This is an optimization exercise on Yosys and OpenROAD, whose aim is small area, a short achievable clock period and few clock cycles, not a production implementation. At most, simulation tests tie the RTL to the original design; equivalence was not proved. Power is estimated from default activity; no workload was simulated.

==> flow/design.v <==
module demosaic(clk, reset, in_en, data_in, wr_r, addr_r, wdata_r, rdata_r, wr_g, addr_g, wdata_g, rdata_g, wr_b, addr_b, wdata_b, rdata_b, done);
input clk;
input reset;
input in_en;
input [7:0] data_in;
output reg wr_r;
output reg [13:0] addr_r;
output reg [7:0] wdata_r;
input [7:0] rdata_r;
output reg wr_g;
output reg [13:0] addr_g;
output reg [7:0] wdata_g;
input [7:0] rdata_g;
output reg wr_b;
output reg [13:0] addr_b;
output reg [7:0] wdata_b;
input [7:0] rdata_b;
output reg done;
reg        in_en_q;
reg [7:0]  din_q;
reg [13:0] lcnt;       
reg        ld_done;    
always @(posedge clk) din_q <= data_in;
always @(posedge clk or posedge reset) begin
    if (reset) begin
        in_en_q <= 1'b0;
        lcnt    <= 14'd0;
        ld_done <= 1'b0;
    end else begin
        in_en_q <= in_en;
        if (in_en_q) begin
            lcnt <= lcnt + 14'd1;
            if (&lcnt) ld_done <= 1'b1;
        end
    end
end
wire busy_g = in_en_q & ~(lcnt[7] ^ lcnt[0]);
wire busy_r = in_en_q & ~lcnt[7] &  lcnt[0];
wire busy_b = in_en_q &  lcnt[7] & ~lcnt[0];
reg  [5:0] g_yh;       
reg  [6:0] g_x;        
reg  [6:0] g_xm;       
reg  [6:0] g_s;        
reg        g_wait, g_fin;
reg  [7:0] g_cur0, g_cur1, g_cur2, g_cur3;
reg  [7:0] g_m10, g_m11, g_m12, g_m13;
reg  [7:0] g_m20, g_m21, g_m22, g_m23;
reg  [8:0] g_s1, g_s2;
reg        g_rv;
reg  [1:0] g_ri;
wire g_go = ~g_fin & ~g_wait & ~busy_g;
wire g_rd = |g_s[3:0];
wire g_wv = g_go & ~g_rd & (g_x[6:1] != 6'd0);
wire [1:0] g_roff = {g_s[2] | g_s[3] | (g_s[5] & ~g_x[0]) | g_s[6],
                     g_s[1] | g_s[3] | (g_s[4] & ~g_x[0]) | (g_s[5] & g_x[0]) | (g_s[6] & ~g_x[0])};
wire [5:0] g_rrow = g_yh + {4'd0, g_roff};
wire [13:0] g_addr = {g_rrow, g_x[0], (g_rd ? g_x : g_xm)};
wire [9:0] g_sum = g_s1 + g_s2;
wire ge = ~g_x[0];
wire [7:0] g_c_sel  = ({8{g_s[3] & g_x[0]}} & g_cur0) | ({8{(g_s[3] & ge) | (g_s[4] & g_x[0])}} & g_cur1) |
                      ({8{(g_s[4] & ge) | (g_s[5] & g_x[0])}} & g_cur2) | ({8{g_s[5] & ge}} & g_cur3);
wire [7:0] g_m2_sel = ({8{g_s[3] & g_x[0]}} & g_m20) | ({8{(g_s[3] & ge) | (g_s[4] & g_x[0])}} & g_m21) |
                      ({8{(g_s[4] & ge) | (g_s[5] & g_x[0])}} & g_m22) | ({8{g_s[5] & ge}} & g_m23);
wire [7:0] g_m1a = ({8{g_s[3]}} & g_m10) | ({8{g_s[4]}} & g_m11) | ({8{g_s[5]}} & g_m12);
wire [7:0] g_m1b = ({8{g_s[3]}} & g_m11) | ({8{g_s[4]}} & g_m12) | ({8{g_s[5]}} & g_m13);
always @(posedge clk) begin
    if (g_rv) begin
        case (g_ri)
            2'd0: g_cur0 <= rdata_g;
            2'd1: g_cur1 <= rdata_g;
            2'd2: g_cur2 <= rdata_g;
            default: g_cur3 <= rdata_g;
        endcase
    end
    if (g_go & g_s[6]) begin
        g_m10 <= g_cur0; g_m11 <= g_cur1; g_m12 <= g_cur2; g_m13 <= g_cur3;
        g_m20 <= g_m10;  g_m21 <= g_m11;  g_m22 <= g_m12;  g_m23 <= g_m13;
    end
    if (g_go & (g_s[3] | g_s[4] | g_s[5])) begin
        g_s1 <= g_c_sel + g_m2_sel;
        g_s2 <= g_m1a + g_m1b;
    end
end
always @(posedge clk or posedge reset) begin
    if (reset) begin
        g_yh   <= 6'd0;
        g_x    <= 7'd0;
        g_xm   <= 7'd127;
        g_s    <= 7'd1;
        g_wait <= 1'b1;
        g_fin  <= 1'b0;
        g_rv   <= 1'b0;
        g_ri   <= 2'd0;
    end else begin
        g_rv <= g_go & g_rd;
        g_ri <= {g_s[2] | g_s[3], g_s[1] | g_s[3]};
        if (g_wait & (ld_done | ({1'b0, lcnt[13:8]} >= {1'b0, g_yh} + 7'd4)))
            g_wait <= 1'b0;
        if (g_go) begin
            g_s <= {g_s[5:0], g_s[6]};
            if (g_s[6]) begin
                g_x  <= g_x + 7'd1;
                g_xm <= g_x;
                if (&g_x) begin
                    g_yh   <= g_yh + 6'd3;
                    g_wait <= 1'b1;
                    if (g_yh == 6'd60) g_fin <= 1'b1;
                end
            end
        end
    end
end
wire        r_wv, b_wv, r_fin, b_fin;
wire [13:0] r_addr, b_addr;
wire [7:0]  r_wdata, b_wdata;
demosaic_rb #(.P(1'b1)) u_r (
    .clk(clk), .reset(reset), .busy(busy_r), .ld_done(ld_done), .lrow(lcnt[13:7]),
    .rdata(rdata_r), .wv(r_wv), .addr(r_addr), .wdata(r_wdata), .fin(r_fin));
demosaic_rb #(.P(1'b0)) u_b (
    .clk(clk), .reset(reset), .busy(busy_b), .ld_done(ld_done), .lrow(lcnt[13:7]),
    .rdata(rdata_b), .wv(b_wv), .addr(b_addr), .wdata(b_wdata), .fin(b_fin));
always @(posedge clk) begin
    addr_g  <= busy_g ? lcnt  : g_addr;
    wdata_g <= busy_g ? din_q : g_sum[9:2];
    addr_r  <= busy_r ? lcnt  : r_addr;
    wdata_r <= busy_r ? din_q : r_wdata;
    addr_b  <= busy_b ? lcnt  : b_addr;
    wdata_b <= busy_b ? din_q : b_wdata;
end
always @(posedge clk or posedge reset) begin
    if (reset) begin
        wr_g <= 1'b0;
        wr_r <= 1'b0;
        wr_b <= 1'b0;
        done <= 1'b0;
    end else begin
        wr_g <= busy_g | g_wv;
        wr_r <= busy_r | r_wv;
        wr_b <= busy_b | b_wv;
        done <= ld_done & g_fin & r_fin & b_fin;
    end
end
endmodule
module demosaic_rb #(parameter P = 1'b1) (
    input             clk,
    input             reset,
    input             busy,
    input             ld_done,
    input      [6:0]  lrow,
    input      [7:0]  rdata,
    output            wv,
    output     [13:0] addr,
    output     [7:0]  wdata,
    output reg        fin
);
reg [5:0] ti, ti1;     
reg [5:0] xi, xp;      
reg       x64;         
reg [4:0] s;           
reg       wt;
reg [7:0] a, b, hp;
reg [8:0] vc, vp;
reg       rv, ri;
wire go = ~fin & ~wt & ~busy;
wire [7:0] hs = P ? b : a;
wire [6:0] row_m1 = P ? {ti, 1'b0}  : {ti, 1'b1};
wire [6:0] row_t  = P ? {ti, 1'b1}  : {ti1, 1'b0};
wire [6:0] row_p1 = P ? {ti1, 1'b0} : {ti1, 1'b1};
wire [6:0] row_h  = P ? row_p1 : row_m1;
wire [6:0] col_x  = {xi, P};
wire [6:0] col_x1 = P ? {xi, 1'b0} : {xp, 1'b1};
wire [6:0] col_x2 = P ? {xp, 1'b1} : {xp, 1'b0};
wire xi_lo = (xi == 6'd0) & ~x64;
wire hd_ok = ~xi_lo & ~x64;                                    
wire v_ok  = P ? hd_ok : (x64 | (xi[5:1] != 5'd0));           
reg [6:0] arow, acol;
reg       wok;
reg [7:0] wd;
wire [8:0] hsum = hp + hs;
wire [9:0] dsum = vp + vc;
always @(*) begin
    arow = ({7{s[0]}} & row_m1) | ({7{s[1]}} & row_p1) | ({7{s[2] | s[4]}} & row_t) | ({7{s[3]}} & row_h);
    acol = ({7{s[0] | s[1]}} & col_x) | ({7{s[2]}} & col_x2) | ({7{s[3] | s[4]}} & col_x1);
    wok  = (s[2] & v_ok) | ((s[3] | s[4]) & hd_ok);
    wd   = ({8{s[2]}} & vp[8:1]) | ({8{s[3]}} & hsum[8:1]) | ({8{s[4]}} & dsum[9:2]);
end
assign addr  = {arow, acol};
assign wdata = wd;
assign wv    = go & wok;
always @(posedge clk) begin
    if (rv) begin
        if (ri) b <= rdata;
        else    a <= rdata;
    end
    if (go & s[3]) vc <= a + b;
    if (go & s[4]) begin
        vp <= vc;
        hp <= hs;
    end
end
always @(posedge clk or posedge reset) begin
    if (reset) begin
        ti  <= 6'd0;
        ti1 <= 6'd1;
        xi  <= 6'd0;
        xp  <= 6'd63;
        x64 <= 1'b0;
        s   <= 5'd1;
        wt  <= 1'b1;
        fin <= 1'b0;
        rv  <= 1'b0;
        ri  <= 1'b0;
    end else begin
        rv <= go & (s[0] | s[1]);
        ri <= s[1];
        if (wt & (ld_done | ({1'b0, lrow[6:1]} >= {1'b0, ti} + 7'd2)))
            wt <= 1'b0;
        if (go) begin
            s <= {s[3:0], s[4]};
            if (s[4]) begin
                if (x64) begin
                    xi  <= 6'd0;
                    xp  <= 6'd63;
                    x64 <= 1'b0;
                    ti  <= ti1;
                    ti1 <= ti1 + 6'd1;
                    wt  <= 1'b1;
                    if (ti == 6'd62) fin <= 1'b1;
                end else begin
                    xi  <= xi + 6'd1;
                    xp  <= xi;
                    x64 <= &xi;
                end
            end
        end
    end
end
endmodule
Settings: LEC_CHECK=0, ABC_CLOCK_PERIOD_IN_PS=2500, CAP_MARGIN=20, CORE_MARGIN=2, CORE_UTILIZATION=40, SETUP_SLACK_MARGIN=2.5, SLEW_MARGIN=20; clock period 5.0 ns.
run.sh (not shown) runs the stock make flow with config.mk's settings and CLKGATE_MAP_FILE= SYNTH_SCRIPT=/design/flow/synth_recipe.tcl, a recipe that flattens the netlist after the stock synthesis.
The baseline finished clean.
==> next run, changes <==
- ABC_CLOCK_PERIOD_IN_PS: 2500 -> not set
After rerunning: Design area is unchanged; via count stays the same; global-route usage does not change.
Function was not checked in any run of this note: the RTL went through the layout flow alone.

demosaic, a different RTL version from the one above (not shown whole).
Size in the first run: ~1400 cells after synthesis, about 400 flip-flops, about 110 I/O pins.
Settings: LEC_CHECK=0, CAP_MARGIN=20, CORE_MARGIN=2, CORE_UTILIZATION=40, SETUP_SLACK_MARGIN=3.0, SLEW_MARGIN=20; clock period 5.0 ns.
The first run passed the timing, DRC and antenna checks.
Testbench counts at the start, summed over its fixed seeds: cycles 330,408.
Next try:
SETUP_SLACK_MARGIN = 3.3   (was 3.0)
Effect: Fmax is higher by 0.63%; design area is higher by 9.7%; synthesized area stays the same; clock power is lower by 7.0%; register-to-register slack gets better by 0.02 ns.
Next try:
CTS_BUF_LIST = sky130_fd_sc_hd__clkbuf_4 sky130_fd_sc_hd__clkbuf_8   (was unset)
CTS_CLUSTER_SIZE = 30   (was unset)
SETUP_SLACK_MARGIN = 3.0   (was 3.3)
- sequential power hardly moves
- register-to-register slack degrades by 0.03 ns
- via count drops by a few percent
- combinational power goes down by about a fifth
- worst hold slack gets worse by 0.0087 ns
- maximum frequency is lower slightly
- worst setup slack loses 0.029 ns
- synthesized cell count does not change
- core utilization came out lower by 5.5 points

## re-timing with driven ports
In the flow no input, the clock included, has a driving cell. The finished layouts below were timed again as built, in two steps.
Step 1: set_driving_cell puts a clkbuf_16 on clk and a buf_2 on each other input, an assumption about the parent block.
Step 2 moves the port delays by t, midway between the first and last clock arrival at a register: inputs arrive t later, outputs are due t later. That takes back most of the time a late clock gives input paths.
a / b / c = no drivers / after step 1 / after step 2; a / b = the first two.
run	shift t [ns]	setup WS [ns]	worst register clock-pin slew, ns	cell pins on the clock port's net
the first run of note 1	0.615	2.138 / 2.138 / 2.138	0.07 / 0.07	1
the second run of note 1	0.615	2.138 / 2.138 / 2.138	0.07 / 0.07	1
the first run of note 2	0.623	2.465 / 2.465 / 2.465	0.06 / 0.06	1
the second run of note 2	0.625	2.481 / 2.481 / 2.481	0.06 / 0.06	1
the third run of note 2	0.669	2.452 / 2.452 / 2.452	0.07 / 0.07	1
After both steps setup and hold are still met in every run listed.
